This design comes from an exercise in tuning for small area on the open sky130 flow, not from production work.
In this exercise RTL edits were held to simulation tests only and were not proved equivalent to the original.
Power figures rest on the tool's default switching activity, not on a simulated workload.

--- flow/config.mk ---
export PLATFORM = sky130hd
export DESIGN_NAME = gain
export DESIGN_NICKNAME = gain
export VERILOG_FILES = /design/flow/design.v
export SDC_FILE = /design/flow/constraint.sdc
export NUM_CORES = 4
export LEC_CHECK = 0
export CAP_MARGIN = 20
export CORE_MARGIN = 2
export CORE_UTILIZATION = 90
export CTS_BUF_LIST = sky130_fd_sc_hd__clkbuf_8
export SETUP_SLACK_MARGIN = 0.05
export SLEW_MARGIN = 20
export SYNTH_HIERARCHICAL = 1
export SYNTH_MINIMUM_KEEP_SIZE = 0
--- flow/design.v ---
module gainAvs
   ( input  logic              clk,
     input  logic              reset,     
     input  logic              avsWr,
     input  logic   [ 31 : 0 ] avsWrData,
     output logic   [ 31 : 0 ] avsRdData,
     output logic   [ 15 : 0 ] coef );    
   logic            wrSat, hold;
   logic [ 15 : 0 ] coefNext;
   assign wrSat = avsWr & ( |avsWrData[ 31 : 16 ] );
   assign hold  = ~avsWr;
   for ( genvar i = 0; i < 16; i++ ) begin : gBit
      gainCoefBit coefBitInst
         ( .wr   ( avsWr          ),
           .hold ( hold           ),
           .sat  ( wrSat          ),
           .d    ( avsWrData[ i ] ),
           .q    ( coef[ i ]      ),
           .n    ( coefNext[ i ]  ) );
   end
   always_ff @( posedge clk, posedge reset )
   if ( reset ) begin
      avsRdData <= '0;
      coef      <= 16'd256;    
   end else begin
      coef      <= coefNext;
      avsRdData <= { 16'b0, coef };
   end
endmodule
module gainCoefBit
   ( input  logic wr, hold, sat, d, q,
     output logic n );
   assign n = ( wr & d ) | ( hold & q ) | sat;
endmodule
module gainMult
   ( input  logic                   clk,
     input  logic                   reset,
     input  logic                   st,
     input  logic signed [ 15 : 0 ] a,
     input  logic        [ 15 : 0 ] coef,
     output logic                   rdy,
     output logic signed [ 15 : 0 ] y );
   logic          [ 1 : 0 ] rdyReg;
   logic         [ 15 : 0 ] aReg;
   logic         [ 15 : 0 ] nCoef;
   logic          [ 7 : 0 ] bNOne, bNTwo, bNeg;    
   logic         [ 23 : 8 ] nP;                    
   logic         [ 14 : 0 ] aMag;                  
   logic         [ 15 : 0 ] cSuf;                  
   logic                    big, neg, ovf, nSet0, nSet1;
   logic         [ 15 : 0 ] yNext;
   logic         [ 16 : 0 ] ag, ap;
   logic pp1, pp2, pp3, pp4, pp5, pp6, pp7, pp8, pp9, pp10, pp11, pp12;
   logic pp13, pp14, pp15, pp16, pp17, pp18, pp19, pp20, pp21, pp22, pp23, pp24;
   logic pp25, pp26, pp27, pp28, pp29, pp30, pp31, pp32, pp33, pp34, pp35, pp36;
   logic pp37, pp38, pp39, pp40, pp41, pp42, pp43, pp44, pp45, pp46, pp47, pp48;
   logic pp49, pp50, pp51, pp52, pp53, pp54, pp55, pp56, pp57, pp58, pp59, pp60;
   logic pp61, pp62, pp63, pp64, pp65, pp66, pp67, pp68, pp69, pp70, pp71, pp72;
   logic pp73, pp74, pp75, pp76, pp77, pp78, pp79, pp80, pp81, pp82, pp83, pp84;
   logic pp85, pp86, pp87, pp88, pp89, pp90, pp91, pp92, pp93, pp94, pp95, pp96;
   logic pp97, pp98, pp99, pp100, pp101, pp102, pp103, pp104, pp105, pp106, pp107, pp108;
   logic pp109, pp110, pp111, pp112, pp113, pp114, pp115, pp116, pp117, pp118, pp119, pp120;
   logic pp121, pp122, pp123, pp124, s125, c126, s127, c128, s129, c130, s131, c132;
   logic s133, c134, s135, c136, s137, c138, s139, c140, s141, c142, s143, c144;
   logic s145, c146, s147, c148, s149, c150, s151, c152, s153, c154, s155, c156;
   logic s157, c158, s159, c160, s161, c162, s163, c164, s165, c166, s167, c168;
   logic s169, c170, s171, c172, s173, c174, s175, c176, s177, c178, s179, c180;
   logic s181, c182, s183, c184, s185, c186, s187, c188, s189, c190, s191, c192;
   logic s193, c194, s195, c196, s197, c198, s199, c200, s201, c202, s203, c204;
   logic s205, c206, s207, c208, s209, c210, s211, c212, s213, c214, s215, c216;
   logic s217, c218, s219, c220, s221, c222, s223, c224, s225, c226, s227, c228;
   logic s229, c230, s231, c232, s233, c234, s235, c236, s237, c238, s239, c240;
   logic s241, c242, s243, c244, s245, c246, s247, c248, s249, c250, s251, c252;
   logic s253, c254, s255, c256, s257, c258, s259, c260, s261, c262, s263, c264;
   logic s265, c266, s267, c268, s269, c270, s271, c272, s273, c274, s275, c276;
   logic s277, c278, s279, c280, s281, c282, s283, c284, s285, c286, s287, c288;
   logic s289, c290, s291, c292, s293, c294, s295, c296, s297, c298, s299, c300;
   logic s301, c302, s303, c304, s305, c306, s307, c308, s309, c310, s311, c312;
   logic s313, c314, s315, c316, s317, c318, s319, c320, s321, c322, s323, c324;
   logic s325, c326, s327, c328, s329, c330, c331, c332, c333, c334, c335, c336;
   logic c337, c338, pG339, pP340, pG341, pP342, pG343, pP344, pG345, pP346, pG347, pP348;
   logic pG349, pP350, pG351, pP352, pG353, pP354, pG355, pP356, pG357, pP358, pG359, pP360;
   logic pG361, pP362, pG363, pP364, pG365, pP366, pG367, pP368, pG369, pP370, pG371, pP372;
   logic pG373, pP374, pG375, pP376, pG377, pP378, pG379, pP380, pG381, pP382, pG383, pP384;
   logic pG385, pP386, pG387, pP388, pG389, pP390, pG391, pP392;
   always_ff @( posedge clk )
      aReg <= a;
   assign nCoef = ~coef;
   for ( genvar k = 0; k < 8; k++ ) begin : gEnc
      logic b2, b1, b0;
      assign b2 = aReg[ 2 * k + 1 ];
      assign b1 = aReg[ 2 * k ];
      if ( k == 0 ) begin : gLow
         assign b0 = 1'b0;
      end else begin : gHigh
         assign b0 = aReg[ 2 * k - 1 ];
      end
      assign bNOne[ k ] = ~( b1 ^ b0 );
      assign bNTwo[ k ] = ~( ( b2 & ~b1 & ~b0 ) | ( ~b2 & b1 & b0 ) );
      assign bNeg[ k ]  = b2;
   end
   gainBsel1 bsel1 ( bNOne[ 0 ], bNeg[ 0 ], nCoef[ 0 ], pp1 );
   gainBsel bsel2 ( bNOne[ 0 ], bNTwo[ 0 ], bNeg[ 0 ], nCoef[ 1 ], nCoef[ 0 ], pp2 );
   gainBsel bsel3 ( bNOne[ 0 ], bNTwo[ 0 ], bNeg[ 0 ], nCoef[ 2 ], nCoef[ 1 ], pp3 );
   gainBsel bsel4 ( bNOne[ 0 ], bNTwo[ 0 ], bNeg[ 0 ], nCoef[ 3 ], nCoef[ 2 ], pp4 );
   gainBsel bsel5 ( bNOne[ 0 ], bNTwo[ 0 ], bNeg[ 0 ], nCoef[ 4 ], nCoef[ 3 ], pp5 );
   gainBsel bsel6 ( bNOne[ 0 ], bNTwo[ 0 ], bNeg[ 0 ], nCoef[ 5 ], nCoef[ 4 ], pp6 );
   gainBsel bsel7 ( bNOne[ 0 ], bNTwo[ 0 ], bNeg[ 0 ], nCoef[ 6 ], nCoef[ 5 ], pp7 );
   gainBsel bsel8 ( bNOne[ 0 ], bNTwo[ 0 ], bNeg[ 0 ], nCoef[ 7 ], nCoef[ 6 ], pp8 );
   gainBsel bsel9 ( bNOne[ 0 ], bNTwo[ 0 ], bNeg[ 0 ], nCoef[ 8 ], nCoef[ 7 ], pp9 );
   gainBsel bsel10 ( bNOne[ 0 ], bNTwo[ 0 ], bNeg[ 0 ], nCoef[ 9 ], nCoef[ 8 ], pp10 );
   gainBsel bsel11 ( bNOne[ 0 ], bNTwo[ 0 ], bNeg[ 0 ], nCoef[ 10 ], nCoef[ 9 ], pp11 );
   gainBsel bsel12 ( bNOne[ 0 ], bNTwo[ 0 ], bNeg[ 0 ], nCoef[ 11 ], nCoef[ 10 ], pp12 );
   gainBsel bsel13 ( bNOne[ 0 ], bNTwo[ 0 ], bNeg[ 0 ], nCoef[ 12 ], nCoef[ 11 ], pp13 );
   gainBsel bsel14 ( bNOne[ 0 ], bNTwo[ 0 ], bNeg[ 0 ], nCoef[ 13 ], nCoef[ 12 ], pp14 );
   gainBsel bsel15 ( bNOne[ 0 ], bNTwo[ 0 ], bNeg[ 0 ], nCoef[ 14 ], nCoef[ 13 ], pp15 );
   gainBsel bsel16 ( bNOne[ 0 ], bNTwo[ 0 ], bNeg[ 0 ], nCoef[ 15 ], nCoef[ 14 ], pp16 );
   gainBsel1 bsel17 ( bNTwo[ 0 ], bNeg[ 0 ], nCoef[ 15 ], pp17 );
   assign pp18 = ~bNeg[ 0 ];
   gainBsel1 bsel19 ( bNOne[ 1 ], bNeg[ 1 ], nCoef[ 0 ], pp19 );
   gainBsel bsel20 ( bNOne[ 1 ], bNTwo[ 1 ], bNeg[ 1 ], nCoef[ 1 ], nCoef[ 0 ], pp20 );
   gainBsel bsel21 ( bNOne[ 1 ], bNTwo[ 1 ], bNeg[ 1 ], nCoef[ 2 ], nCoef[ 1 ], pp21 );
   gainBsel bsel22 ( bNOne[ 1 ], bNTwo[ 1 ], bNeg[ 1 ], nCoef[ 3 ], nCoef[ 2 ], pp22 );
   gainBsel bsel23 ( bNOne[ 1 ], bNTwo[ 1 ], bNeg[ 1 ], nCoef[ 4 ], nCoef[ 3 ], pp23 );
   gainBsel bsel24 ( bNOne[ 1 ], bNTwo[ 1 ], bNeg[ 1 ], nCoef[ 5 ], nCoef[ 4 ], pp24 );
   gainBsel bsel25 ( bNOne[ 1 ], bNTwo[ 1 ], bNeg[ 1 ], nCoef[ 6 ], nCoef[ 5 ], pp25 );
   gainBsel bsel26 ( bNOne[ 1 ], bNTwo[ 1 ], bNeg[ 1 ], nCoef[ 7 ], nCoef[ 6 ], pp26 );
   gainBsel bsel27 ( bNOne[ 1 ], bNTwo[ 1 ], bNeg[ 1 ], nCoef[ 8 ], nCoef[ 7 ], pp27 );
   gainBsel bsel28 ( bNOne[ 1 ], bNTwo[ 1 ], bNeg[ 1 ], nCoef[ 9 ], nCoef[ 8 ], pp28 );
   gainBsel bsel29 ( bNOne[ 1 ], bNTwo[ 1 ], bNeg[ 1 ], nCoef[ 10 ], nCoef[ 9 ], pp29 );
   gainBsel bsel30 ( bNOne[ 1 ], bNTwo[ 1 ], bNeg[ 1 ], nCoef[ 11 ], nCoef[ 10 ], pp30 );
   gainBsel bsel31 ( bNOne[ 1 ], bNTwo[ 1 ], bNeg[ 1 ], nCoef[ 12 ], nCoef[ 11 ], pp31 );
   gainBsel bsel32 ( bNOne[ 1 ], bNTwo[ 1 ], bNeg[ 1 ], nCoef[ 13 ], nCoef[ 12 ], pp32 );
   gainBsel bsel33 ( bNOne[ 1 ], bNTwo[ 1 ], bNeg[ 1 ], nCoef[ 14 ], nCoef[ 13 ], pp33 );
   gainBsel bsel34 ( bNOne[ 1 ], bNTwo[ 1 ], bNeg[ 1 ], nCoef[ 15 ], nCoef[ 14 ], pp34 );
   gainBsel1 bsel35 ( bNTwo[ 1 ], bNeg[ 1 ], nCoef[ 15 ], pp35 );
   assign pp36 = ~bNeg[ 1 ];
   gainBsel1 bsel37 ( bNOne[ 2 ], bNeg[ 2 ], nCoef[ 0 ], pp37 );
   gainBsel bsel38 ( bNOne[ 2 ], bNTwo[ 2 ], bNeg[ 2 ], nCoef[ 1 ], nCoef[ 0 ], pp38 );
   gainBsel bsel39 ( bNOne[ 2 ], bNTwo[ 2 ], bNeg[ 2 ], nCoef[ 2 ], nCoef[ 1 ], pp39 );
   gainBsel bsel40 ( bNOne[ 2 ], bNTwo[ 2 ], bNeg[ 2 ], nCoef[ 3 ], nCoef[ 2 ], pp40 );
   gainBsel bsel41 ( bNOne[ 2 ], bNTwo[ 2 ], bNeg[ 2 ], nCoef[ 4 ], nCoef[ 3 ], pp41 );
   gainBsel bsel42 ( bNOne[ 2 ], bNTwo[ 2 ], bNeg[ 2 ], nCoef[ 5 ], nCoef[ 4 ], pp42 );
   gainBsel bsel43 ( bNOne[ 2 ], bNTwo[ 2 ], bNeg[ 2 ], nCoef[ 6 ], nCoef[ 5 ], pp43 );
   gainBsel bsel44 ( bNOne[ 2 ], bNTwo[ 2 ], bNeg[ 2 ], nCoef[ 7 ], nCoef[ 6 ], pp44 );
   gainBsel bsel45 ( bNOne[ 2 ], bNTwo[ 2 ], bNeg[ 2 ], nCoef[ 8 ], nCoef[ 7 ], pp45 );
   gainBsel bsel46 ( bNOne[ 2 ], bNTwo[ 2 ], bNeg[ 2 ], nCoef[ 9 ], nCoef[ 8 ], pp46 );
   gainBsel bsel47 ( bNOne[ 2 ], bNTwo[ 2 ], bNeg[ 2 ], nCoef[ 10 ], nCoef[ 9 ], pp47 );
   gainBsel bsel48 ( bNOne[ 2 ], bNTwo[ 2 ], bNeg[ 2 ], nCoef[ 11 ], nCoef[ 10 ], pp48 );
   gainBsel bsel49 ( bNOne[ 2 ], bNTwo[ 2 ], bNeg[ 2 ], nCoef[ 12 ], nCoef[ 11 ], pp49 );
   gainBsel bsel50 ( bNOne[ 2 ], bNTwo[ 2 ], bNeg[ 2 ], nCoef[ 13 ], nCoef[ 12 ], pp50 );
   gainBsel bsel51 ( bNOne[ 2 ], bNTwo[ 2 ], bNeg[ 2 ], nCoef[ 14 ], nCoef[ 13 ], pp51 );
   gainBsel bsel52 ( bNOne[ 2 ], bNTwo[ 2 ], bNeg[ 2 ], nCoef[ 15 ], nCoef[ 14 ], pp52 );
   gainBsel1 bsel53 ( bNTwo[ 2 ], bNeg[ 2 ], nCoef[ 15 ], pp53 );
   assign pp54 = ~bNeg[ 2 ];
   gainBsel1 bsel55 ( bNOne[ 3 ], bNeg[ 3 ], nCoef[ 0 ], pp55 );
   gainBsel bsel56 ( bNOne[ 3 ], bNTwo[ 3 ], bNeg[ 3 ], nCoef[ 1 ], nCoef[ 0 ], pp56 );
   gainBsel bsel57 ( bNOne[ 3 ], bNTwo[ 3 ], bNeg[ 3 ], nCoef[ 2 ], nCoef[ 1 ], pp57 );
   gainBsel bsel58 ( bNOne[ 3 ], bNTwo[ 3 ], bNeg[ 3 ], nCoef[ 3 ], nCoef[ 2 ], pp58 );
   gainBsel bsel59 ( bNOne[ 3 ], bNTwo[ 3 ], bNeg[ 3 ], nCoef[ 4 ], nCoef[ 3 ], pp59 );
   gainBsel bsel60 ( bNOne[ 3 ], bNTwo[ 3 ], bNeg[ 3 ], nCoef[ 5 ], nCoef[ 4 ], pp60 );
   gainBsel bsel61 ( bNOne[ 3 ], bNTwo[ 3 ], bNeg[ 3 ], nCoef[ 6 ], nCoef[ 5 ], pp61 );
   gainBsel bsel62 ( bNOne[ 3 ], bNTwo[ 3 ], bNeg[ 3 ], nCoef[ 7 ], nCoef[ 6 ], pp62 );
   gainBsel bsel63 ( bNOne[ 3 ], bNTwo[ 3 ], bNeg[ 3 ], nCoef[ 8 ], nCoef[ 7 ], pp63 );
   gainBsel bsel64 ( bNOne[ 3 ], bNTwo[ 3 ], bNeg[ 3 ], nCoef[ 9 ], nCoef[ 8 ], pp64 );
   gainBsel bsel65 ( bNOne[ 3 ], bNTwo[ 3 ], bNeg[ 3 ], nCoef[ 10 ], nCoef[ 9 ], pp65 );
   gainBsel bsel66 ( bNOne[ 3 ], bNTwo[ 3 ], bNeg[ 3 ], nCoef[ 11 ], nCoef[ 10 ], pp66 );
   gainBsel bsel67 ( bNOne[ 3 ], bNTwo[ 3 ], bNeg[ 3 ], nCoef[ 12 ], nCoef[ 11 ], pp67 );
   gainBsel bsel68 ( bNOne[ 3 ], bNTwo[ 3 ], bNeg[ 3 ], nCoef[ 13 ], nCoef[ 12 ], pp68 );
   gainBsel bsel69 ( bNOne[ 3 ], bNTwo[ 3 ], bNeg[ 3 ], nCoef[ 14 ], nCoef[ 13 ], pp69 );
   gainBsel bsel70 ( bNOne[ 3 ], bNTwo[ 3 ], bNeg[ 3 ], nCoef[ 15 ], nCoef[ 14 ], pp70 );
   gainBsel1 bsel71 ( bNTwo[ 3 ], bNeg[ 3 ], nCoef[ 15 ], pp71 );
   assign pp72 = ~bNeg[ 3 ];
   gainBsel1 bsel73 ( bNOne[ 4 ], bNeg[ 4 ], nCoef[ 0 ], pp73 );
   gainBsel bsel74 ( bNOne[ 4 ], bNTwo[ 4 ], bNeg[ 4 ], nCoef[ 1 ], nCoef[ 0 ], pp74 );
   gainBsel bsel75 ( bNOne[ 4 ], bNTwo[ 4 ], bNeg[ 4 ], nCoef[ 2 ], nCoef[ 1 ], pp75 );
   gainBsel bsel76 ( bNOne[ 4 ], bNTwo[ 4 ], bNeg[ 4 ], nCoef[ 3 ], nCoef[ 2 ], pp76 );
   gainBsel bsel77 ( bNOne[ 4 ], bNTwo[ 4 ], bNeg[ 4 ], nCoef[ 4 ], nCoef[ 3 ], pp77 );
   gainBsel bsel78 ( bNOne[ 4 ], bNTwo[ 4 ], bNeg[ 4 ], nCoef[ 5 ], nCoef[ 4 ], pp78 );
   gainBsel bsel79 ( bNOne[ 4 ], bNTwo[ 4 ], bNeg[ 4 ], nCoef[ 6 ], nCoef[ 5 ], pp79 );
   gainBsel bsel80 ( bNOne[ 4 ], bNTwo[ 4 ], bNeg[ 4 ], nCoef[ 7 ], nCoef[ 6 ], pp80 );
   gainBsel bsel81 ( bNOne[ 4 ], bNTwo[ 4 ], bNeg[ 4 ], nCoef[ 8 ], nCoef[ 7 ], pp81 );
   gainBsel bsel82 ( bNOne[ 4 ], bNTwo[ 4 ], bNeg[ 4 ], nCoef[ 9 ], nCoef[ 8 ], pp82 );
   gainBsel bsel83 ( bNOne[ 4 ], bNTwo[ 4 ], bNeg[ 4 ], nCoef[ 10 ], nCoef[ 9 ], pp83 );
   gainBsel bsel84 ( bNOne[ 4 ], bNTwo[ 4 ], bNeg[ 4 ], nCoef[ 11 ], nCoef[ 10 ], pp84 );
   gainBsel bsel85 ( bNOne[ 4 ], bNTwo[ 4 ], bNeg[ 4 ], nCoef[ 12 ], nCoef[ 11 ], pp85 );
   gainBsel bsel86 ( bNOne[ 4 ], bNTwo[ 4 ], bNeg[ 4 ], nCoef[ 13 ], nCoef[ 12 ], pp86 );
   gainBsel bsel87 ( bNOne[ 4 ], bNTwo[ 4 ], bNeg[ 4 ], nCoef[ 14 ], nCoef[ 13 ], pp87 );
   gainBsel bsel88 ( bNOne[ 4 ], bNTwo[ 4 ], bNeg[ 4 ], nCoef[ 15 ], nCoef[ 14 ], pp88 );
   gainBsel1 bsel89 ( bNOne[ 5 ], bNeg[ 5 ], nCoef[ 0 ], pp89 );
   gainBsel bsel90 ( bNOne[ 5 ], bNTwo[ 5 ], bNeg[ 5 ], nCoef[ 1 ], nCoef[ 0 ], pp90 );
   gainBsel bsel91 ( bNOne[ 5 ], bNTwo[ 5 ], bNeg[ 5 ], nCoef[ 2 ], nCoef[ 1 ], pp91 );
   gainBsel bsel92 ( bNOne[ 5 ], bNTwo[ 5 ], bNeg[ 5 ], nCoef[ 3 ], nCoef[ 2 ], pp92 );
   gainBsel bsel93 ( bNOne[ 5 ], bNTwo[ 5 ], bNeg[ 5 ], nCoef[ 4 ], nCoef[ 3 ], pp93 );
   gainBsel bsel94 ( bNOne[ 5 ], bNTwo[ 5 ], bNeg[ 5 ], nCoef[ 5 ], nCoef[ 4 ], pp94 );
   gainBsel bsel95 ( bNOne[ 5 ], bNTwo[ 5 ], bNeg[ 5 ], nCoef[ 6 ], nCoef[ 5 ], pp95 );
   gainBsel bsel96 ( bNOne[ 5 ], bNTwo[ 5 ], bNeg[ 5 ], nCoef[ 7 ], nCoef[ 6 ], pp96 );
   gainBsel bsel97 ( bNOne[ 5 ], bNTwo[ 5 ], bNeg[ 5 ], nCoef[ 8 ], nCoef[ 7 ], pp97 );
   gainBsel bsel98 ( bNOne[ 5 ], bNTwo[ 5 ], bNeg[ 5 ], nCoef[ 9 ], nCoef[ 8 ], pp98 );
   gainBsel bsel99 ( bNOne[ 5 ], bNTwo[ 5 ], bNeg[ 5 ], nCoef[ 10 ], nCoef[ 9 ], pp99 );
   gainBsel bsel100 ( bNOne[ 5 ], bNTwo[ 5 ], bNeg[ 5 ], nCoef[ 11 ], nCoef[ 10 ], pp100 );
   gainBsel bsel101 ( bNOne[ 5 ], bNTwo[ 5 ], bNeg[ 5 ], nCoef[ 12 ], nCoef[ 11 ], pp101 );
   gainBsel bsel102 ( bNOne[ 5 ], bNTwo[ 5 ], bNeg[ 5 ], nCoef[ 13 ], nCoef[ 12 ], pp102 );
   gainBsel1 bsel103 ( bNOne[ 6 ], bNeg[ 6 ], nCoef[ 0 ], pp103 );
   gainBsel bsel104 ( bNOne[ 6 ], bNTwo[ 6 ], bNeg[ 6 ], nCoef[ 1 ], nCoef[ 0 ], pp104 );
   gainBsel bsel105 ( bNOne[ 6 ], bNTwo[ 6 ], bNeg[ 6 ], nCoef[ 2 ], nCoef[ 1 ], pp105 );
   gainBsel bsel106 ( bNOne[ 6 ], bNTwo[ 6 ], bNeg[ 6 ], nCoef[ 3 ], nCoef[ 2 ], pp106 );
   gainBsel bsel107 ( bNOne[ 6 ], bNTwo[ 6 ], bNeg[ 6 ], nCoef[ 4 ], nCoef[ 3 ], pp107 );
   gainBsel bsel108 ( bNOne[ 6 ], bNTwo[ 6 ], bNeg[ 6 ], nCoef[ 5 ], nCoef[ 4 ], pp108 );
   gainBsel bsel109 ( bNOne[ 6 ], bNTwo[ 6 ], bNeg[ 6 ], nCoef[ 6 ], nCoef[ 5 ], pp109 );
   gainBsel bsel110 ( bNOne[ 6 ], bNTwo[ 6 ], bNeg[ 6 ], nCoef[ 7 ], nCoef[ 6 ], pp110 );
   gainBsel bsel111 ( bNOne[ 6 ], bNTwo[ 6 ], bNeg[ 6 ], nCoef[ 8 ], nCoef[ 7 ], pp111 );
   gainBsel bsel112 ( bNOne[ 6 ], bNTwo[ 6 ], bNeg[ 6 ], nCoef[ 9 ], nCoef[ 8 ], pp112 );
   gainBsel bsel113 ( bNOne[ 6 ], bNTwo[ 6 ], bNeg[ 6 ], nCoef[ 10 ], nCoef[ 9 ], pp113 );
   gainBsel bsel114 ( bNOne[ 6 ], bNTwo[ 6 ], bNeg[ 6 ], nCoef[ 11 ], nCoef[ 10 ], pp114 );
   gainBsel1 bsel115 ( bNOne[ 7 ], bNeg[ 7 ], nCoef[ 0 ], pp115 );
   gainBsel bsel116 ( bNOne[ 7 ], bNTwo[ 7 ], bNeg[ 7 ], nCoef[ 1 ], nCoef[ 0 ], pp116 );
   gainBsel bsel117 ( bNOne[ 7 ], bNTwo[ 7 ], bNeg[ 7 ], nCoef[ 2 ], nCoef[ 1 ], pp117 );
   gainBsel bsel118 ( bNOne[ 7 ], bNTwo[ 7 ], bNeg[ 7 ], nCoef[ 3 ], nCoef[ 2 ], pp118 );
   gainBsel bsel119 ( bNOne[ 7 ], bNTwo[ 7 ], bNeg[ 7 ], nCoef[ 4 ], nCoef[ 3 ], pp119 );
   gainBsel bsel120 ( bNOne[ 7 ], bNTwo[ 7 ], bNeg[ 7 ], nCoef[ 5 ], nCoef[ 4 ], pp120 );
   gainBsel bsel121 ( bNOne[ 7 ], bNTwo[ 7 ], bNeg[ 7 ], nCoef[ 6 ], nCoef[ 5 ], pp121 );
   gainBsel bsel122 ( bNOne[ 7 ], bNTwo[ 7 ], bNeg[ 7 ], nCoef[ 7 ], nCoef[ 6 ], pp122 );
   gainBsel bsel123 ( bNOne[ 7 ], bNTwo[ 7 ], bNeg[ 7 ], nCoef[ 8 ], nCoef[ 7 ], pp123 );
   gainBsel bsel124 ( bNOne[ 7 ], bNTwo[ 7 ], bNeg[ 7 ], nCoef[ 9 ], nCoef[ 8 ], pp124 );
   gainHa ha126 ( bNeg[ 5 ], pp11, s125, c126 );
   gainHa ha128 ( pp12, pp28, s127, c128 );
   gainFa fa130 ( bNeg[ 6 ], pp13, pp29, s129, c130 );
   gainHa ha132 ( pp45, pp61, s131, c132 );
   gainFa fa134 ( pp14, pp30, pp46, s133, c134 );
   gainHa ha136 ( pp62, pp78, s135, c136 );
   gainFa fa138 ( bNeg[ 7 ], pp15, pp31, s137, c138 );
   gainFa fa140 ( pp47, pp63, pp79, s139, c140 );
   gainHa ha142 ( pp93, pp105, s141, c142 );
   gainFa fa144 ( pp16, pp32, pp48, s143, c144 );
   gainFa fa146 ( pp64, pp80, pp94, s145, c146 );
   gainHa ha148 ( pp106, pp116, s147, c148 );
   gainFa fa150 ( pp17, pp33, pp49, s149, c150 );
   gainFa fa152 ( pp65, pp81, pp95, s151, c152 );
   gainHa ha154 ( pp107, pp117, s153, c154 );
   gainFa1 fa156 ( pp18, pp34, s155, c156 );
   gainFa fa158 ( pp50, pp66, pp82, s157, c158 );
   gainFa fa160 ( pp96, pp108, pp118, s159, c160 );
   gainFa1 fa162 ( pp35, pp51, s161, c162 );
   gainFa fa164 ( pp67, pp83, pp97, s163, c164 );
   gainHa ha166 ( pp109, pp119, s165, c166 );
   gainFa fa168 ( pp36, pp52, pp68, s167, c168 );
   gainFa fa170 ( pp84, pp98, pp110, s169, c170 );
   gainFa1 fa172 ( pp53, pp69, s171, c172 );
   gainHa ha174 ( pp85, pp99, s173, c174 );
   gainFa fa176 ( pp54, pp70, pp86, s175, c176 );
   assign s177 = ~pp71;
   assign c178 = pp71;
   gainHa ha180 ( bNeg[ 3 ], pp7, s179, c180 );
   gainHa ha182 ( pp8, pp24, s181, c182 );
   gainFa fa184 ( bNeg[ 4 ], pp9, pp25, s183, c184 );
   gainHa ha186 ( pp41, pp57, s185, c186 );
   gainFa fa188 ( pp10, pp26, pp42, s187, c188 );
   gainHa ha190 ( pp58, pp74, s189, c190 );
   gainFa fa192 ( pp27, pp43, pp59, s191, c192 );
   gainFa fa194 ( pp75, pp89, s125, s193, c194 );
   gainFa fa196 ( pp44, pp60, pp76, s195, c196 );
   gainFa fa198 ( pp90, s127, c126, s197, c198 );
   gainFa fa200 ( pp77, pp91, pp103, s199, c200 );
   gainFa fa202 ( s131, c128, s129, s201, c202 );
   gainFa fa204 ( pp92, pp104, s135, s203, c204 );
   gainFa fa206 ( c132, c130, s133, s205, c206 );
   gainFa fa208 ( pp115, s141, c136, s207, c208 );
   gainFa fa210 ( c134, s137, s139, s209, c210 );
   gainFa fa212 ( s147, c142, c138, s211, c212 );
   gainFa fa214 ( c140, s143, s145, s213, c214 );
   gainFa fa216 ( s153, c148, c144, s215, c216 );
   gainFa fa218 ( c146, s149, s151, s217, c218 );
   gainFa fa220 ( c154, c150, c152, s219, c220 );
   gainFa fa222 ( s155, s157, s159, s221, c222 );
   gainFa fa224 ( s165, c156, c158, s223, c224 );
   gainFa fa226 ( c160, s161, s163, s225, c226 );
   gainFa fa228 ( pp120, c166, c162, s227, c228 );
   gainFa fa230 ( c164, s167, s169, s229, c230 );
   gainFa fa232 ( pp111, pp121, s173, s231, c232 );
   gainFa fa234 ( c168, c170, s171, s233, c234 );
   gainFa fa236 ( pp100, pp112, pp122, s235, c236 );
   gainFa fa238 ( c174, c172, s175, s237, c238 );
   gainFa fa240 ( pp87, pp101, pp113, s239, c240 );
   gainFa fa242 ( pp123, s177, c176, s241, c242 );
   gainFa fa244 ( pp72, pp88, pp102, s243, c244 );
   gainFa fa246 ( pp114, pp124, c178, s245, c246 );
   gainHa ha248 ( bNeg[ 2 ], pp5, s247, c248 );
   gainHa ha250 ( pp6, pp22, s249, c250 );
   gainFa fa252 ( pp23, pp39, pp55, s251, c252 );
   gainFa fa254 ( pp40, pp56, s181, s253, c254 );
   gainFa fa256 ( pp73, s185, c182, s255, c256 );
   gainFa fa258 ( s189, c186, c184, s257, c258 );
   gainFa fa260 ( c190, c188, s191, s259, c260 );
   gainFa fa262 ( c192, s195, c194, s261, c262 );
   gainFa fa264 ( c196, s199, c198, s263, c264 );
   gainFa fa266 ( c200, s203, c202, s265, c266 );
   gainFa fa268 ( c204, s207, c206, s267, c268 );
   gainFa fa270 ( c208, s211, c210, s269, c270 );
   gainFa fa272 ( c212, s215, c214, s271, c272 );
   gainFa fa274 ( c216, s219, c218, s273, c274 );
   gainFa fa276 ( c220, s223, c222, s275, c276 );
   gainFa fa278 ( c224, s227, c226, s277, c278 );
   gainFa fa280 ( s231, c228, c230, s279, c280 );
   gainFa fa282 ( s235, c232, c234, s281, c282 );
   gainFa fa284 ( c236, s239, s241, s283, c284 );
   gainFa fa286 ( c240, s243, s245, s285, c286 );
   gainHa ha288 ( bNeg[ 1 ], pp3, s287, c288 );
   gainHa ha290 ( pp4, pp20, s289, c290 );
   gainFa fa292 ( pp21, pp37, s247, s291, c292 );
   gainFa fa294 ( pp38, s249, c248, s293, c294 );
   gainFa fa296 ( s179, c250, s251, s295, c296 );
   gainFa fa298 ( c180, c252, s253, s297, c298 );
   gainFa fa300 ( s183, c254, s255, s299, c300 );
   gainFa fa302 ( s187, c256, s257, s301, c302 );
   gainFa fa304 ( s193, c258, s259, s303, c304 );
   gainFa fa306 ( s197, c260, s261, s305, c306 );
   gainFa fa308 ( s201, c262, s263, s307, c308 );
   gainFa fa310 ( s205, c264, s265, s309, c310 );
   gainFa fa312 ( s209, c266, s267, s311, c312 );
   gainFa fa314 ( s213, c268, s269, s313, c314 );
   gainFa fa316 ( s217, c270, s271, s315, c316 );
   gainFa fa318 ( s221, c272, s273, s317, c318 );
   gainFa fa320 ( s225, c274, s275, s319, c320 );
   gainFa fa322 ( s229, c276, s277, s321, c322 );
   gainFa fa324 ( s233, c278, s279, s323, c324 );
   gainFa fa326 ( s237, c280, s281, s325, c326 );
   gainFa fa328 ( c238, c282, s283, s327, c328 );
   gainFa fa330 ( c242, s285, c284, s329, c330 );
   assign c331 = bNeg[ 0 ] & pp1;
   assign c332 = pp2 & c331;
   gainMaj maj333 ( pp19, s287, c332, c333 );
   gainMaj maj334 ( s289, c288, c333, c334 );
   gainMaj maj335 ( s291, c290, c334, c335 );
   gainMaj maj336 ( s293, c292, c335, c336 );
   gainMaj maj337 ( s295, c294, c336, c337 );
   gainMaj maj338 ( s297, c296, c337, c338 );
   assign ag[ 0 ] = 1'b1 & c338;
   assign ap[ 0 ] = 1'b1 ^ c338;
   assign ag[ 1 ] = s299 & c298;
   assign ap[ 1 ] = s299 ^ c298;
   assign ag[ 2 ] = s301 & c300;
   assign ap[ 2 ] = s301 ^ c300;
   assign ag[ 3 ] = s303 & c302;
   assign ap[ 3 ] = s303 ^ c302;
   assign ag[ 4 ] = s305 & c304;
   assign ap[ 4 ] = s305 ^ c304;
   assign ag[ 5 ] = s307 & c306;
   assign ap[ 5 ] = s307 ^ c306;
   assign ag[ 6 ] = s309 & c308;
   assign ap[ 6 ] = s309 ^ c308;
   assign ag[ 7 ] = s311 & c310;
   assign ap[ 7 ] = s311 ^ c310;
   assign ag[ 8 ] = s313 & c312;
   assign ap[ 8 ] = s313 ^ c312;
   assign ag[ 9 ] = s315 & c314;
   assign ap[ 9 ] = s315 ^ c314;
   assign ag[ 10 ] = s317 & c316;
   assign ap[ 10 ] = s317 ^ c316;
   assign ag[ 11 ] = s319 & c318;
   assign ap[ 11 ] = s319 ^ c318;
   assign ag[ 12 ] = s321 & c320;
   assign ap[ 12 ] = s321 ^ c320;
   assign ag[ 13 ] = s323 & c322;
   assign ap[ 13 ] = s323 ^ c322;
   assign ag[ 14 ] = s325 & c324;
   assign ap[ 14 ] = s325 ^ c324;
   assign ag[ 15 ] = s327 & c326;
   assign ap[ 15 ] = s327 ^ c326;
   assign ag[ 16 ] = s329 & c328;
   assign ap[ 16 ] = s329 ^ c328;
   assign pG339 = ag[ 1 ] | ( ap[ 1 ] & ag[ 0 ] );
   assign pP340 = ap[ 1 ] & ap[ 0 ];
   assign pG341 = ag[ 3 ] | ( ap[ 3 ] & ag[ 2 ] );
   assign pP342 = ap[ 3 ] & ap[ 2 ];
   assign pG343 = ag[ 5 ] | ( ap[ 5 ] & ag[ 4 ] );
   assign pP344 = ap[ 5 ] & ap[ 4 ];
   assign pG345 = ag[ 7 ] | ( ap[ 7 ] & ag[ 6 ] );
   assign pP346 = ap[ 7 ] & ap[ 6 ];
   assign pG347 = ag[ 9 ] | ( ap[ 9 ] & ag[ 8 ] );
   assign pP348 = ap[ 9 ] & ap[ 8 ];
   assign pG349 = ag[ 11 ] | ( ap[ 11 ] & ag[ 10 ] );
   assign pP350 = ap[ 11 ] & ap[ 10 ];
   assign pG351 = ag[ 13 ] | ( ap[ 13 ] & ag[ 12 ] );
   assign pP352 = ap[ 13 ] & ap[ 12 ];
   assign pG353 = ag[ 15 ] | ( ap[ 15 ] & ag[ 14 ] );
   assign pP354 = ap[ 15 ] & ap[ 14 ];
   assign pG355 = pG341 | ( pP342 & pG339 );
   assign pP356 = pP342 & pP340;
   assign pG357 = pG345 | ( pP346 & pG343 );
   assign pP358 = pP346 & pP344;
   assign pG359 = pG349 | ( pP350 & pG347 );
   assign pP360 = pP350 & pP348;
   assign pG361 = pG353 | ( pP354 & pG351 );
   assign pP362 = pP354 & pP352;
   assign pG363 = pG357 | ( pP358 & pG355 );
   assign pP364 = pP358 & pP356;
   assign pG365 = pG361 | ( pP362 & pG359 );
   assign pP366 = pP362 & pP360;
   assign pG367 = pG365 | ( pP366 & pG363 );
   assign pP368 = pP366 & pP364;
   assign pG369 = pG359 | ( pP360 & pG363 );
   assign pP370 = pP360 & pP364;
   assign pG371 = pG343 | ( pP344 & pG355 );
   assign pP372 = pP344 & pP356;
   assign pG373 = pG347 | ( pP348 & pG363 );
   assign pP374 = pP348 & pP364;
   assign pG375 = pG351 | ( pP352 & pG369 );
   assign pP376 = pP352 & pP370;
   assign pG377 = ag[ 2 ] | ( ap[ 2 ] & pG339 );
   assign pP378 = ap[ 2 ] & pP340;
   assign pG379 = ag[ 4 ] | ( ap[ 4 ] & pG355 );
   assign pP380 = ap[ 4 ] & pP356;
   assign pG381 = ag[ 6 ] | ( ap[ 6 ] & pG371 );
   assign pP382 = ap[ 6 ] & pP372;
   assign pG383 = ag[ 8 ] | ( ap[ 8 ] & pG363 );
   assign pP384 = ap[ 8 ] & pP364;
   assign pG385 = ag[ 10 ] | ( ap[ 10 ] & pG373 );
   assign pP386 = ap[ 10 ] & pP374;
   assign pG387 = ag[ 12 ] | ( ap[ 12 ] & pG369 );
   assign pP388 = ap[ 12 ] & pP370;
   assign pG389 = ag[ 14 ] | ( ap[ 14 ] & pG375 );
   assign pP390 = ap[ 14 ] & pP376;
   assign pG391 = ag[ 16 ] | ( ap[ 16 ] & pG367 );
   assign pP392 = ap[ 16 ] & pP368;
   assign nP[ 8 ] = ~( ap[ 1 ] ^ ag[ 0 ] );
   assign nP[ 9 ] = ~( ap[ 2 ] ^ pG339 );
   assign nP[ 10 ] = ~( ap[ 3 ] ^ pG377 );
   assign nP[ 11 ] = ~( ap[ 4 ] ^ pG355 );
   assign nP[ 12 ] = ~( ap[ 5 ] ^ pG379 );
   assign nP[ 13 ] = ~( ap[ 6 ] ^ pG371 );
   assign nP[ 14 ] = ~( ap[ 7 ] ^ pG381 );
   assign nP[ 15 ] = ~( ap[ 8 ] ^ pG363 );
   assign nP[ 16 ] = ~( ap[ 9 ] ^ pG383 );
   assign nP[ 17 ] = ~( ap[ 10 ] ^ pG373 );
   assign nP[ 18 ] = ~( ap[ 11 ] ^ pG385 );
   assign nP[ 19 ] = ~( ap[ 12 ] ^ pG369 );
   assign nP[ 20 ] = ~( ap[ 13 ] ^ pG387 );
   assign nP[ 21 ] = ~( ap[ 14 ] ^ pG375 );
   assign nP[ 22 ] = ~( ap[ 15 ] ^ pG389 );
   assign nP[ 23 ] = ~( ap[ 16 ] ^ pG367 );
   assign aMag = aReg[ 14 : 0 ] ^ { 15{ aReg[ 15 ] } };
   assign cSuf[ 15 ] = coef[ 15 ];
   for ( genvar k = 14; k >= 0; k-- ) begin : gSuf
      assign cSuf[ k ] = cSuf[ k + 1 ] | coef[ k ];
   end
   assign big = |( aMag[ 14 : 8 ] & { cSuf[ 9 ], cSuf[ 10 ], cSuf[ 11 ], cSuf[ 12 ], cSuf[ 13 ], cSuf[ 14 ], cSuf[ 15 ] } );
   assign neg = aReg[ 15 ] & cSuf[ 0 ];
   assign ovf = big | ~( nP[ 23 ] ^ neg );
   assign nSet0 = ~( ovf & ~neg );
   for ( genvar k = 0; k < 15; k++ ) begin : gSat
      gainSat satInst ( ovf, nP[ k + 8 ], nSet0, yNext[ k ] );
   end
   assign yNext[ 15 ] = neg;
   always_ff @( posedge clk, posedge reset )
   if ( reset ) begin
      y      <= '0;
      rdyReg <= '0;
   end else begin
      rdyReg <= { rdyReg[ 0 ], st };
      y      <= yNext;
   end
   assign rdy = rdyReg[ 1 ];
endmodule
module gainBsel
   ( input  logic nOne, nTwo, neg, nc0, nc1,
     output logic x );
   assign x = ~( ( nOne | nc0 ) & ( nTwo | nc1 ) ) ^ neg;
endmodule
module gainBsel1
   ( input  logic nSel, neg, nc,
     output logic x );
   assign x = ~( nSel | nc ) ^ neg;
endmodule
module gainFa
   ( input  logic a, b, ci,
     output logic s, co );
   assign s  = a ^ b ^ ci;
   assign co = ( a & b ) | ( a & ci ) | ( b & ci );
endmodule
module gainFa1
   ( input  logic a, b,
     output logic s, co );
   assign s  = ~( a ^ b );
   assign co = a | b;
endmodule
module gainHa
   ( input  logic a, b,
     output logic s, co );
   assign s  = a ^ b;
   assign co = a & b;
endmodule
module gainMaj
   ( input  logic a, b, ci,
     output logic co );
   assign co = ( a & b ) | ( a & ci ) | ( b & ci );
endmodule
module gainSat
   ( input  logic ovf, nP, nSet,
     output logic y );
   assign y = ~( ( ovf | nP ) & nSet );
endmodule
module gain
   ( input  logic                 clk,
     input  logic                 reset,
     input  logic                 avsWr,
     input  logic        [ 31 : 0 ] avsWrData,
     output logic        [ 31 : 0 ] avsRdData,
     input  logic                 st,
     input  logic signed [ 15 : 0 ] a,
     output logic                 rdy,
     output logic signed [ 15 : 0 ] y );
   logic [ 15 : 0 ] coef;
   gainAvs gainAvsInst
      ( .clk       ( clk       ),
        .reset     ( reset     ),
        .avsWr     ( avsWr     ),
        .avsWrData ( avsWrData ),
        .avsRdData ( avsRdData ),
        .coef      ( coef      ) );
   gainMult gainMultInst
      ( .clk   ( clk                ),
        .reset ( reset              ),
        .st    ( st                 ),
        .a     ( a                  ),
        .coef  ( avsRdData[ 15 : 0 ] ),
        .rdy   ( rdy                ),
        .y     ( y                  ) );
endmodule
--- flow/constraint.sdc ---
create_clock -name core_clock -period 6.4 [get_ports {clk}]
set_input_delay 1.2800 -clock core_clock [delete_from_list [all_inputs] [get_ports {clk}]]
set_output_delay 1.2800 -clock core_clock [all_outputs]
set_load 0.01 [all_outputs]
--- flow/flow/run.sh ---
#!/bin/bash
# Standard layout (the standard.sh: standard synthesis and ORFS steps) with these
# changes: every combinational cell is set to its smallest drive strength after
# floorplan (flow/downsize.tcl; later repair steps size up what they need), the ports
# are buffered with the smallest buffer cell, and clock tree synthesis adds no dummy
# loads, and the constant outputs share one tie cell. Each ORFS step keeps its own log under orfs/logs/; make's output goes to
# standard_flow.log.
set -euo pipefail
here=$(pwd)
bash standard.sh "POST_FLOORPLAN_TCL=$here/flow/downsize.tcl" \
  'BUFFER_PORTS_ARGS=-buffer_cell sky130_fd_sc_hd__buf_1' \
  'CTS_ARGS=-sink_clustering_enable -repair_clock_nets -buf_list sky130_fd_sc_hd__clkbuf_8 -dont_use_dummy_load' \
  'SKIP_REPAIR_TIE_FANOUT=1' finish > standard_flow.log 2>&1
--- flow/flow/downsize.tcl ---
# Sourced after floorplan (POST_FLOORPLAN_TCL): give every combinational cell
# the smallest drive strength of its function; the later repair steps size up
# what timing, slew and capacitance need.
set skip {^(df|dl|sdf|edf|conb|tap|fill|decap|diode|clk|lpflow|probe|macro)}
set dont_use [split [string trim $::env(DONT_USE_CELLS)]]
set n_swapped 0
foreach inst [get_cells *] {
  set m [get_property $inst ref_name]
  if { ![regexp {^sky130_fd_sc_hd__(.+)_([0-9]+)$} $m -> base drv] } { continue }
  if { [regexp $skip $base] } { continue }
  set best ""
  set best_area 1e9
  foreach lc [get_lib_cells sky130_fd_sc_hd__${base}_*] {
    set name [get_property $lc name]
    if { ![regexp "^sky130_fd_sc_hd__${base}_\[0-9\]+\$" $name] } { continue }
    if { [lsearch -exact $dont_use $name] >= 0 } { continue }
    set a [get_property $lc area]
    if { $a < $best_area } {
      set best_area $a
      set best $name
    }
  }
  if { $best ne "" && $best ne $m } {
    set cur_area [get_property [lindex [get_lib_cells $m] 0] area]
    if { $best_area < $cur_area } {
      replace_cell [get_property $inst full_name] $best
      incr n_swapped
    }
  }
}
puts "downsize: $n_swapped cells downsized"
--- flow/standard.sh ---
#!/bin/bash
# synth_recipe.tcl (not shown) runs the flow's synth.tcl, then flattens the netlist and writes it again
# the make line also repeats each setting of config.mk as NAME=value (left out here)
make -C /OpenROAD-flow-scripts/flow DESIGN_CONFIG=/design/flow/config.mk WORK_HOME=/design/flow/orfs CLKGATE_MAP_FILE= SYNTH_SCRIPT=/design/flow/synth_recipe.tcl "${@:-finish}"
==> out/qor.csv, run 1 <==
stage;metric;value;unit
outcome;status;no timing/DRC/antenna violations;
critical_path;cp-end-kind;register;
timing;report.final.hold_viol_count;0;
logic_synthesis;yosys_warnings;8;
cts;numCtsBuffers;9;
critical_path;cp_common_cell;maj3_1;
power_and_ir_drop;combinationalPowerShare;86.1;%
cts;cts_sinks;66;
placed_design;place_area;0.00742;mm2
critical_path;ff2ff_setup_slack;0.33;ns
power_and_ir_drop;p_sw_share;52.5;%
floorplanning;die_area;0.00919;mm2
logic_synthesis;synth-main-ff-cell;dfrtp_1;
timing;whs;0.370;ns
critical_path;slowest_stage;fa_1;
finish;fillCellCount;313;
timing;worst_slack;0.334;ns
critical_path;critical_path_peak_fanout;17;
floorplanning;die_w;95.9;um
finish;multi_input_area;0.00500;mm2
floorplanning;rows;33;
logic_synthesis;ys_top_cells_by_area;fa_1 24%, o22ai_2 18%, dfrtp_1 16%;
cts;tritoncts;yes;
finish;drive_gt1_share;6.02;%
finish;fin_area;0.00757;mm2
critical_path;critPathMaxStageDelay;0.42;ns
logic_synthesis;syn_nets;824;
logic_synthesis;synth_compound_area_share;24.6;%
placed_design;dp_slack;0.231;ns
drt;wire_per_inst;23.7;um
global_route;grt_pass1_vias;6704;
power_and_ir_drop;p_leak;3.22;nW
logic_synthesis;yosys.area_share.adder;30.5;%
timing;final.period_utilization;94.8;%
timing;final-setup-viol-count;0;
timing;skew;0.0270;ns
power_and_ir_drop;internal_power;2.54;mW
critical_path;cp_cell_sequence;inv_1 > buf_4 > nand2_1 > o22ai_1 > xor2_1 > ha_1 > maj3_1 > maj3_1 > maj3_1 > maj3_1 > maj3_1 > maj3_1 > fa_1 > a211o_1 > a21oi_2 > a21oi_1 > a21o_1 > a21o_1 > fa_1 > xnor2_1 > o21ai_1;
logic_synthesis;syn_inst;646;
drt;drtPass1Iterations;8;
drt;routed-via-count;6149;
timing;fmaxAchievable;0.165;GHz
floorplanning;initial_core_util;92.4;%
critical_path;crit_path_start_kind;register;
cts;cts.clk_slew.worst_paths;0.09;ns
logic_synthesis;seq_area_frac_synth;20.7;%
drt;drtIter0Drc;884;
timing;timing.slew.headroom;41.1;%
job;drv_cap;0;
power_and_ir_drop;p_switching;2.81;mW
logic_synthesis;yosys.area.top_type;fa_1;
drt;ant_nets;0;
global_route;antenna_found_initial;0;
logic_synthesis;ys_types;45;
logic_synthesis;synth_top_family_by_area;adder cells;
placed_design;finalWeightedCongestion;0.916;
drt;routed_via_density;7.21;
cts;clock_path_buffers;2;
cts;cts-root-buf;clkbuf_8;
drt;finalWirelength;20.2;mm
power_and_ir_drop;clkPwrFrac;5.2;%
logic_synthesis;synth-xor-area-share;16.0;%
cts;htree_levels;3;
hold_path;min_path_type;reg -> reg;
global_route;grt_pass1_wl;32.1;mm
placed_design;port_buffers;84;
global_route;grt.total_usage;47.1;%
drt;route.detailed.drc;0;
timing;slew_viol_final;0;
power_and_ir_drop;total_power;5.36;mW
critical_path;cp_data_required_time;6.59;ns
timing;fin_crit;6.07;ns
critical_path;cp.arrival;6.25;ns
timing;worst_pin_slew;0.877;ns
finish;finalCoreUtilization;92.1;%
critical_path;critical_path_class;reg -> reg;
placed_design;dp_cells;843;
timing;rsz0062_at_grt;false;
power_and_ir_drop;powerDensity;708;mW/mm2
global_route;grt_max_degree;33;
floorplanning;die_y;95.9;um
logic_synthesis;synth_edf_count;0;
logic_synthesis;syn_avg_cell_area;11.8;um2
logic_synthesis;synth_top_cell_area_share;23.7;%
power_and_ir_drop;pwr-share-seq;8.7;%
finish;fin_cells;853;
global_route;overflow;0;
cts;worstSkewPairLatency;0.36;ns
finish;final_nets;928;
power_and_ir_drop;vdd.ir_drop.worst;0.674;mV
logic_synthesis;mappedNetlistArea;0.00759;mm2
placed_design;place_hpwl;14.3;mm
logic_synthesis;ys_seq_elements;66;
finish;antenna_cells;0;
timing;fin_tns_setup;0;ns
logic_synthesis;synth-simple-area-share;3.49;%
floorplanning;core_area;0.00822;mm2
floorplanning;floorplan.io_pins;101;
logic_synthesis;synth_mux_area_share;0.132;%
logic_synthesis;async_reset_ff_share;75.8;%
finish;syn_to_final_growth;-0.313;%
finish;layout.area.seq;0.00157;mm2
## cell families (layout without fill, tap and decap cells)
logic type | Yosys count | in the layout
buffers and inverters | 73 | 175
other | 1 | 1
flip-flops | 66 | 66
adder cells (fa/ha/maj) | 132 | 132
AND/OR/NAND/NOR | 53 | 53
AO/OA/AOI/OAI | 181 | 181
XOR/XNOR | 139 | 139
multiplexers | 1 | 1
## worst max-delay path: cells and delay by family (launching register included)
family | cells | cell delay, ns
AO/OA/AOI/OAI | 7 | 1.54
AND/OR/NAND/NOR | 1 | 0.11
adder cells (fa/ha/maj) | 9 | 3.25
XOR/XNOR | 2 | 0.43
buffers and inverters | 2 | 0.29
flip-flops | 1 | 0.30
## cell usage after synthesis (11+ instances only)
cell     count
ha_1        36
nand2_1     11
xor2_1     124
o21ai_1     15
buf_4       16
fa_1        90
a21oi_1     15
xnor2_1     15
a221o_1     16
inv_1       53
dfxtp_1     16
o22ai_2    108
nor2_1      20
dfrtp_1     49
## per-module statistics from Yosys, one instance, submodules excluded, a selection
| module | cells inside | copies in the design |
|---|---|---|
| gainAvs | 56 | 1 |
| gainFa1 | 5 | 3 |
| gainBsel | 2 | 108 |
| gainFa | 1 | 82 |
| gainHa | 1 | 17 |
| gainBsel1 | 2 | 12 |
| gainMaj | 1 | 6 |
| gainCoefBit | 1 | 16 |
| gainSat | 1 | 15 |
## state kept, by name, indices dropped and copies added, names as in the netlist
register               flops
gainAvsInst.avsRdData     16
gainAvsInst.coef          16
gainMultInst.aReg         16
gainMultInst.y            16
gainMultInst.rdyReg        2
## cell usage in the layout, fill, tap and decap left out, types with 6 or more instances in the layout
| cell | synthesis | layout |
|---|---|---|
| ha_1 | 36 | 36 |
| inv_1 | 53 | 52 |
| clkbuf_8 | 0 | 9 |
| fa_1 | 90 | 90 |
| o22ai_1 | 1 | 109 |
| nand2_1 | 11 | 11 |
| dfxtp_1 | 16 | 16 |
| a221o_1 | 16 | 16 |
| nor2_1 | 20 | 20 |
| buf_1 | 0 | 84 |
| a21oi_1 | 15 | 15 |
| o21ai_1 | 15 | 15 |
| xnor2_1 | 15 | 14 |
| nor4_1 | 6 | 7 |
| dfrtp_1 | 49 | 49 |
| xor2_1 | 124 | 124 |
| buf_4 | 16 | 28 |
| maj3_1 | 0 | 6 |
## metal layers
layer  vias up  track usage, %  part of all wire, %
met5         -               0                    0
met4         0            32.1                  6.7
met3       178            16.8                   12
met2       546            75.3                   49
met1      2932            52.9                   32
li1       2493               -                    -
## power groups by stage
stage                     sequential [mW]  clock, mW  combinational [mW]
after floorplan                     0.493          0                3.42
after global placement              0.473          0                3.93
after detailed placement            0.475          0                4.35
after CTS                           0.467      0.275                4.42
after global routing                0.471      0.299                5.10
final                               0.468      0.278                4.61
## cell type report
type | instances | area share (%)
Multi-Input combinational cell | 507 | 66.1
Sequential cell | 66 | 20.8
Timing Repair Buffer | 113 | 7.14
Inverter | 53 | 2.63
Tap cell | 105 | 1.74
Clock buffer | 9 | 1.64
## final timing paths
kind                            cells past startpoint                  from                        to
worst max-delay path                               21  gainMultInst.aReg[0]        gainMultInst.y[10]
worst min-delay path                                0   gainAvsInst.coef[2]  gainAvsInst.avsRdData[2]
worst max register to register                     21  gainMultInst.aReg[0]        gainMultInst.y[10]
worst min register to register                      0   gainAvsInst.coef[2]  gainAvsInst.avsRdData[2]
max in group asynchronous                           2                 reset  gainAvsInst.avsRdData[4]
min in group asynchronous                           2                 reset         gainMultInst.y[2]
## repair_timing
item                                    4_1_cts  5_1_grt
endpoints found under the setup margin        0       15
resized for setup                             0        3
setup buffers                                 0        0
hold buffers                                  0        0
==> run 2, diff against run 1 <==
--- a/flow/config.mk
+++ b/flow/config.mk
@@ -6,10 +6,10 @@
 export NUM_CORES = 4
 export LEC_CHECK = 0
-export CAP_MARGIN = 20
+export CAP_MARGIN = 5
 export CORE_MARGIN = 2
-export CORE_UTILIZATION = 90
+export CORE_UTILIZATION = 85
 export CTS_BUF_LIST = sky130_fd_sc_hd__clkbuf_8
 export SETUP_SLACK_MARGIN = 0.05
-export SLEW_MARGIN = 20
+export SLEW_MARGIN = 5
 export SYNTH_HIERARCHICAL = 1
 export SYNTH_MINIMUM_KEEP_SIZE = 0
==> run 2 against run 1 <==
Effect of this change: routed wire length decreased by 9.8%; die area increased by 5.6%; critical endpoint is now gainMultInst.y[3]; highest routed layer unchanged; synthesized cell count unchanged; still clean on timing, DRC and antenna; first-iteration DRC count decreased by 41%.
==> out/qor.csv, run 2 <==
stage;metric;value;unit
logic_synthesis;syn_avg_cell_area;11.8;um2
global_route;grt_pass1_vias;6222;
timing;rsz0062_at_grt;false;
timing;slew_viol_final;0;
floorplanning;initial_core_util;87.5;%
timing;report.final.hold_viol_count;0;
power_and_ir_drop;p_leak;3.24;nW
cts;clock_path_buffers;2;
drt;top_layer_used;met4;
timing;fmaxAchievable;0.166;GHz
finish;fin_cells;861;
power_and_ir_drop;internal_power;2.53;mW
critical_path;cp-end-kind;register;
logic_synthesis;syn_nets;824;
logic_synthesis;synth_edf_count;0;
placed_design;place_hpwl;13.6;mm
drt;wire_per_inst;21.2;um
critical_path;crit_path_start_kind;register;
cts;numCtsBuffers;9;
timing;fin_tns_setup;0;ns
floorplanning;core_area;0.00868;mm2
logic_synthesis;ys_types;45;
floorplanning;die_area;0.00971;mm2
timing;skew;0.0223;ns
logic_synthesis;yosysMostFrequentCell;xor2_1;
critical_path;cp.arrival;6.27;ns
global_route;antenna_found_initial;0;
global_route;grt_pass1_wl;30.2;mm
critical_path;cp_data_required_time;6.65;ns
drt;finalWirelength;18.2;mm
power_and_ir_drop;total_power;5.18;mW
drt;ant_nets;0;
floorplanning;die_w;98.5;um
global_route;grt.total_usage;39.8;%
logic_synthesis;synth_common_cells;124 x xor2_1, 108 x o22ai_2, 90 x fa_1;
hold_path;min_path_type;reg -> reg;
cts;htree_levels;3;
timing;worst_pin_slew;0.849;ns
cts;cts-root-buf;clkbuf_8;
floorplanning;rows;34;
logic_synthesis;syn_inst;646;
global_route;grt_max_degree;33;
critical_path;slowest_stage;or3b_4;
logic_synthesis;mappedNetlistArea;0.00759;mm2
critical_path;cp_cell_sequence;clkinvlp_4 > nand2_1 > o22ai_1 > xor2_1 > ha_1 > maj3_1 > maj3_1 > maj3_1 > maj3_1 > maj3_1 > maj3_1 > fa_1 > a211o_1 > a21oi_1 > a211o_1 > a211o_1 > a21oi_1 > or3b_4 > o21ai_1;
logic_synthesis;async_reset_ff_share;75.8;%
drt;route.detailed.drc;0;
drt;routed_via_density;6.83;
cts;cts_hold_repair.buffers;0;
drt;wl_met1;6.44;mm
power_and_ir_drop;combinationalPowerShare;85.7;%
critical_path;critical_path_class;reg -> reg;
drt;drtIter0Drc;518;
cts;worstSkewPairLatency;0.35;ns
power_and_ir_drop;p_sw_share;51.1;%
critical_path;critPathMaxStageDelay;0.54;ns
cts;cts_sinks;66;
power_and_ir_drop;clkPwrFrac;5.3;%
logic_synthesis;synth_top_cell_area_share;23.7;%
finish;final_nets;933;
power_and_ir_drop;powerDensity;680;mW/mm2
outcome;status;no timing/DRC/antenna violations;
timing;final-setup-viol-count;0;
floorplanning;floorplan.io_pins;101;
finish;most-common-layout-cells;124 x xor2_1, 109 x o22ai_1, 90 x fa_1;
placed_design;dp_cells;850;
job;drv_cap;0;
finish;layout_commonest_cell;xor2_1;
power_and_ir_drop;pwr-share-seq;9.0;%
logic_synthesis;yosys_warnings;8;
drt;dr_wl_met3;1.64;mm
power_and_ir_drop;vdd.ir_drop.worst;0.735;mV
cts;post_cts_buffers;0;
finish;syn_to_final_growth;0.198;%
logic_synthesis;yosys.area.top_type;fa_1;
power_and_ir_drop;p_switching;2.65;mW
finish;drive_gt1_share;6.24;%
placed_design;finalWeightedCongestion;0.920;
cts;cts.clk_slew.worst_paths;0.06;ns
logic_synthesis;synth-main-ff-cell;dfrtp_1;
placed_design;port_buffers;84;
timing;fin_crit;6.02;ns
finish;finalCoreUtilization;87.7;%
finish;fillCellCount;470;
logic_synthesis;seq_area_frac_synth;20.7;%
finish;antenna_cells;0;
critical_path;cp_common_cell;maj3_1;
logic_synthesis;ys_top_cells_by_area;fa_1 24%, o22ai_2 18%, dfrtp_1 16%;
global_route;overflow;0;
logic_synthesis;ys_seq_elements;66;
floorplanning;die_y;98.5;um
drt;met2_length;9.25;mm
critical_path;critical_path_peak_fanout;17;
cts;tritoncts;yes;
timing;timing.slew.headroom;43.4;%
timing;final.period_utilization;94.0;%
drt;routed-via-count;5878;
drt;drtPass1Iterations;6;
-- run 2: per-module statistics from Yosys, one instance, submodules excluded, a selection --
module	flops+latches	times used
gainCoefBit	0	16
gainMult	34	1
gainSat	0	15
gainFa	0	82
gainHa	0	17
gainBsel1	0	12
gainBsel	0	108
gainFa1	0	3
gainMaj	0	6
gainAvs	32	1
-- run 2: worst paths after layout --
path | slack [ns] | to | depth (start not counted) | start
setup / recovery | 0.38 | gainMultInst.y[3] | 19 | gainMultInst.aReg[0]
hold reg to reg | 0.34 | gainMultInst.rdyReg[1] | 0 | gainMultInst.rdyReg[0]
max in group asynchronous | 4.75 | gainMultInst.y[9] | 2 | reset
min in group asynchronous | 0.94 | gainAvsInst.coef[9] | 2 | reset
hold / removal | 0.34 | gainMultInst.rdyReg[1] | 0 | gainMultInst.rdyReg[0]
setup reg to reg | 0.38 | gainMultInst.y[3] | 19 | gainMultInst.aReg[0]
-- run 2: area by class of cell --
class                      count  area (um2)  area share, %
clock buffer                   9         124           1.63
inverter                      53         203           2.66
multi-input combinational    507        4980           65.5
sequential                    66        1570           20.7
tap                          108         135           1.78
timing repair buffer         118         591           7.76
-- run 2: per-layer routing --
| metal | GRT usage (%) | vias to the layer above |
|---|---|---|
| li1 | - | 2501 |
| met1 | 48.7 | 2866 |
| met2 | 68.2 | 418 |
| met3 | 6.17 | 93 |
| met4 | 21.1 | 0 |
| met5 | 0 | - |
-- run 2: what timing repair did --
item,in CTS,in global routing
endpoints found under the setup margin,0,15
endpoints found under the hold margin,0,0
gates resized for setup,0,3
-- run 2: worst max-delay path: cells and delay by family, from the launching register on --
kind	cells	cell delay, ns
flops	1	0.35
xor+xnor	1	0.17
buf+inv	1	0.25
fa+ha+maj	8	2.92
simple gates	2	0.74
compound gates	7	1.50
-- run 2: kinds of logic (layout without fill, tap and decap cells) --
family | Yosys count | count (layout) | share of synthesized area, %
AND/OR/NAND/NOR | 53 | 53 | 3.49
buffers and inverters | 73 | 180 | 4.40
flip-flops | 66 | 66 | 20.7
other | 1 | 1 | 0.0494
XOR/XNOR | 139 | 139 | 16.0
multiplexers | 1 | 1 | 0.132
adder cells (fa/ha/maj) | 132 | 132 | 30.5
AO/OA/AOI/OAI | 181 | 181 | 24.6
-- run 2: stage by stage --
stage	hold WS (ns)	area [um2]	worst slack, ns
finish	0.342	7610	0.385
global route	0.354	7610	0.154
CTS	0.343	7570	0.178
detailed placement	0.335	7440	0.192
global placement	0.337	7440	0.496
floorplan	0.331	7590	0.135
-- run 2: power groups by stage --
stage / clock network [mW] / logic [mW] / registers (mW)
final: 0.273 / 4.44 / 0.466
after detailed placement: 0 / 4.30 / 0.473
after global routing: 0.297 / 4.95 / 0.468
after CTS: 0.281 / 4.38 / 0.465
after global placement: 0 / 3.98 / 0.471
after floorplan: 0 / 3.42 / 0.493
==> run 3, diff against run 2 <==
==> flow/flow/run.sh (replaced) <==
#!/bin/bash
# Standard layout (the standard.sh: standard synthesis and ORFS steps) with these
# changes: every combinational cell is set to its smallest drive strength after
# floorplan (flow/downsize.tcl; later repair steps size up what they need), the ports
# are buffered with the smallest buffer cell, and clock tree synthesis uses large sink clusters and adds no dummy
# loads, and the constant outputs share one tie cell. Each ORFS step keeps its own log under orfs/logs/; make's output goes to
# standard_flow.log.
set -euo pipefail
here=$(pwd)
bash standard.sh "POST_FLOORPLAN_TCL=$here/flow/downsize.tcl" \
  'BUFFER_PORTS_ARGS=-buffer_cell sky130_fd_sc_hd__buf_1' \
  'CTS_ARGS=-sink_clustering_enable -sink_clustering_size 34 -sink_clustering_max_diameter 300 -repair_clock_nets -buf_list sky130_fd_sc_hd__clkbuf_8 -dont_use_dummy_load' \
  'SKIP_REPAIR_TIE_FANOUT=1' finish > standard_flow.log 2>&1
--- a/flow/config.mk
+++ b/flow/config.mk
@@ -6,10 +6,10 @@
 export NUM_CORES = 4
 export LEC_CHECK = 0
-export CAP_MARGIN = 5
+export CAP_MARGIN = 20
 export CORE_MARGIN = 2
 export CORE_UTILIZATION = 85
 export CTS_BUF_LIST = sky130_fd_sc_hd__clkbuf_8
 export SETUP_SLACK_MARGIN = 0.05
-export SLEW_MARGIN = 5
+export SLEW_MARGIN = 20
 export SYNTH_HIERARCHICAL = 1
 export SYNTH_MINIMUM_KEEP_SIZE = 0
==> run 3 against run 2 <==
Effect of this change: clock power is 2% higher; final cell count is 0.23% lower; routed wire length is 1.9% higher; die area is the same; combinational power about the same; global-route usage up 0.72 points; sequential power about the same; setup slack gained 0.061 ns; critical path depth stayed put; hold slack worse by 0.0082 ns; maximum frequency up 1.0%.
==> out/qor.csv, run 3 <==
stage;metric;value;unit
logic_synthesis;syn_inst;646;
timing;whs;0.334;ns
placed_design;place_area;0.00745;mm2
logic_synthesis;synth_mux_area_share;0.132;%
cts;cts.clk_slew.worst_paths;0.07;ns
critical_path;critical_path_class;reg -> reg;
logic_synthesis;synth-xor-area-share;16.0;%
timing;rsz0062_at_grt;false;
finish;antenna_cells;0;
power_and_ir_drop;total_power;5.17;mW
outcome;status;no timing/DRC/antenna violations;
floorplanning;floorplan.io_pins;101;
global_route;grt_pass1_wl;30.8;mm
cts;worstSkewPairLatency;0.35;ns
hold_path;min_path_type;reg -> reg;
logic_synthesis;ys_types;45;
placed_design;port_buffers;84;
finish;fin_area;0.00759;mm2
timing;report.final.hold_viol_count;0;
logic_synthesis;syn_nets;824;
cts;tritoncts;yes;
drt;drtPass1Iterations;7;
cts;htree_levels;3;
logic_synthesis;yosys.area.top_type;fa_1;
timing;slew_viol_final;0;
logic_synthesis;synth_top_cell_area_share;23.7;%
timing;skew;0.0236;ns
critical_path;cp_data_required_time;6.65;ns
global_route;antenna_found_initial;0;
logic_synthesis;synth_edf_count;0;
timing;final.period_utilization;93.0;%
logic_synthesis;synth_compound_area_share;24.6;%
critical_path;crit_path_start_kind;register;
drt;routed-via-count;5937;
hold_path;hold_depth;0;
logic_synthesis;synth_common_cells;124 x xor2_1, 108 x o22ai_2, 90 x fa_1;
timing;timing.slew.headroom;42.4;%
floorplanning;core_area;0.00868;mm2
logic_synthesis;mappedNetlistArea;0.00759;mm2
logic_synthesis;yosys_warnings;8;
cts;numCtsBuffers;9;
floorplanning;initial_core_util;87.5;%
logic_synthesis;yosysMostFrequentCell;xor2_1;
critical_path;cp.arrival;6.20;ns
timing;fin_tns_setup;0;ns
finish;drive_gt1_share;6.39;%
logic_synthesis;syn_avg_cell_area;11.8;um2
placed_design;place_hpwl;13.5;mm
cts;post_cts_buffers;0;
-- run 3: critical path: stages (launching register included) --
cell	delay (ns)
dfxtp_1	0.35
clkinvlp_4	0.25
nand2_1	0.19
o22ai_1	0.10
xor2_1	0.17
ha_1	0.31
maj3_1	0.36
maj3_1	0.36
maj3_1	0.37
maj3_1	0.36
maj3_1	0.36
maj3_1	0.39
fa_1	0.42
a211o_1	0.30
a21oi_2	0.25
a211o_1	0.27
a211o_1	0.20
a21oi_1	0.09
or3b_4	0.54
o21ai_1	0.21
-- run 3: final timing paths --
path	start	to	slack [ns]
worst max-delay path	gainMultInst.aReg[0]	gainMultInst.y[13]	0.45
worst min register to register	gainMultInst.rdyReg[0]	gainMultInst.rdyReg[1]	0.33
worst max register to register	gainMultInst.aReg[0]	gainMultInst.y[13]	0.45
worst min-delay path	gainMultInst.rdyReg[0]	gainMultInst.rdyReg[1]	0.33
max in group asynchronous	reset	gainMultInst.y[9]	4.73
min in group asynchronous	reset	gainAvsInst.avsRdData[4]	1.00
-- run 3: cell type report --
class | instances | area, um2
Clock buffer | 9 | 124
Fill cell | 484 | 1090
Inverter | 53 | 203
Multi-Input combinational cell | 507 | 5000
Sequential cell | 66 | 1570
Tap cell | 108 | 135
Timing Repair Buffer | 116 | 556
-- run 3: timing repair --
action | 4_1_cts | 5_1_grt
gates resized for setup | 0 | 4
endpoints found under the setup margin | 0 | 15
hold endpoints to repair | 0 | 0
-- run 3: modules after synthesis, one instance, submodules excluded, a selection --
module / cells inside / flip-flops and latches / area, um2 / times used
gainMult: 199 / 34 / 1940 / 1
gainAvs: 56 / 32 / 967 / 1
gainFa1: 5 / 0 / 27.5 / 3
gainBsel: 2 / 0 / 21.3 / 108
gainFa: 1 / 0 / 20.0 / 82
gainBsel1: 2 / 0 / 12.5 / 12
gainHa: 1 / 0 / 12.5 / 17
gainMaj: 1 / 0 / 11.3 / 6
gainCoefBit: 1 / 0 / 10.0 / 16
gainSat: 1 / 0 / 5.00 / 15
-- run 3: logic make-up after synthesis --
kind of cell / Yosys count
mux: 1
simple gates: 53
compound gates: 181
fa+ha+maj: 132
buf+inv: 73
xor+xnor: 139
other cells: 1
flops: 66
-- run 3: routing by layer --
layer / vias to the layer above / share of wire, % / track usage [%]
met1: 2873 / 35 / 49.1
met4: 0 / 6.4 / 21.3
met3: 129 / 8.9 / 7.09
met2: 430 / 50 / 69.6
li1: 2505 / - / -
met5: - / 0 / 0
-- run 3: power by group --
group	internal (mW)	switching, mW
sequential	0.446	0.0197
combinational	1.96	2.46
clock	0.126	0.153
-- run 3: metrics by stage --
stage | setup WS, ns | instances
after CTS | 0.179 | 859
after floorplan | 0.135 | 646
after detailed placement | 0.205 | 850
after global routing | 0.223 | 859
after global placement | 0.496 | 850
final | 0.446 | 859

-- static timing again, ports no longer ideal --
The results above use ideal ports. As a check the final layouts listed here were re-extracted and re-timed, cells and wires unchanged.
Step 1: set_driving_cell puts a clkbuf_16 on clk and a buf_2 on each other input, an assumption about the parent block.
Step 2 times the ports against the registers' clock, not the clock port: input delays grow and output delays shrink by t, the midpoint of the rising clock arrivals with the driver on.
a / b / c = ideal ports / drivers / drivers and shift; a / b = the first two.
| run | shift t [ns] | slack for setup (ns) |
|---|---|---|
| run 1 | 0.377 | 0.334 / 0.334 / 0.334 |
| run 2 | 0.376 | 0.385 / 0.385 / 0.385 |
| run 3 | 0.373 | 0.446 / 0.446 / 0.446 |
After both steps setup and hold are still met in every run listed.
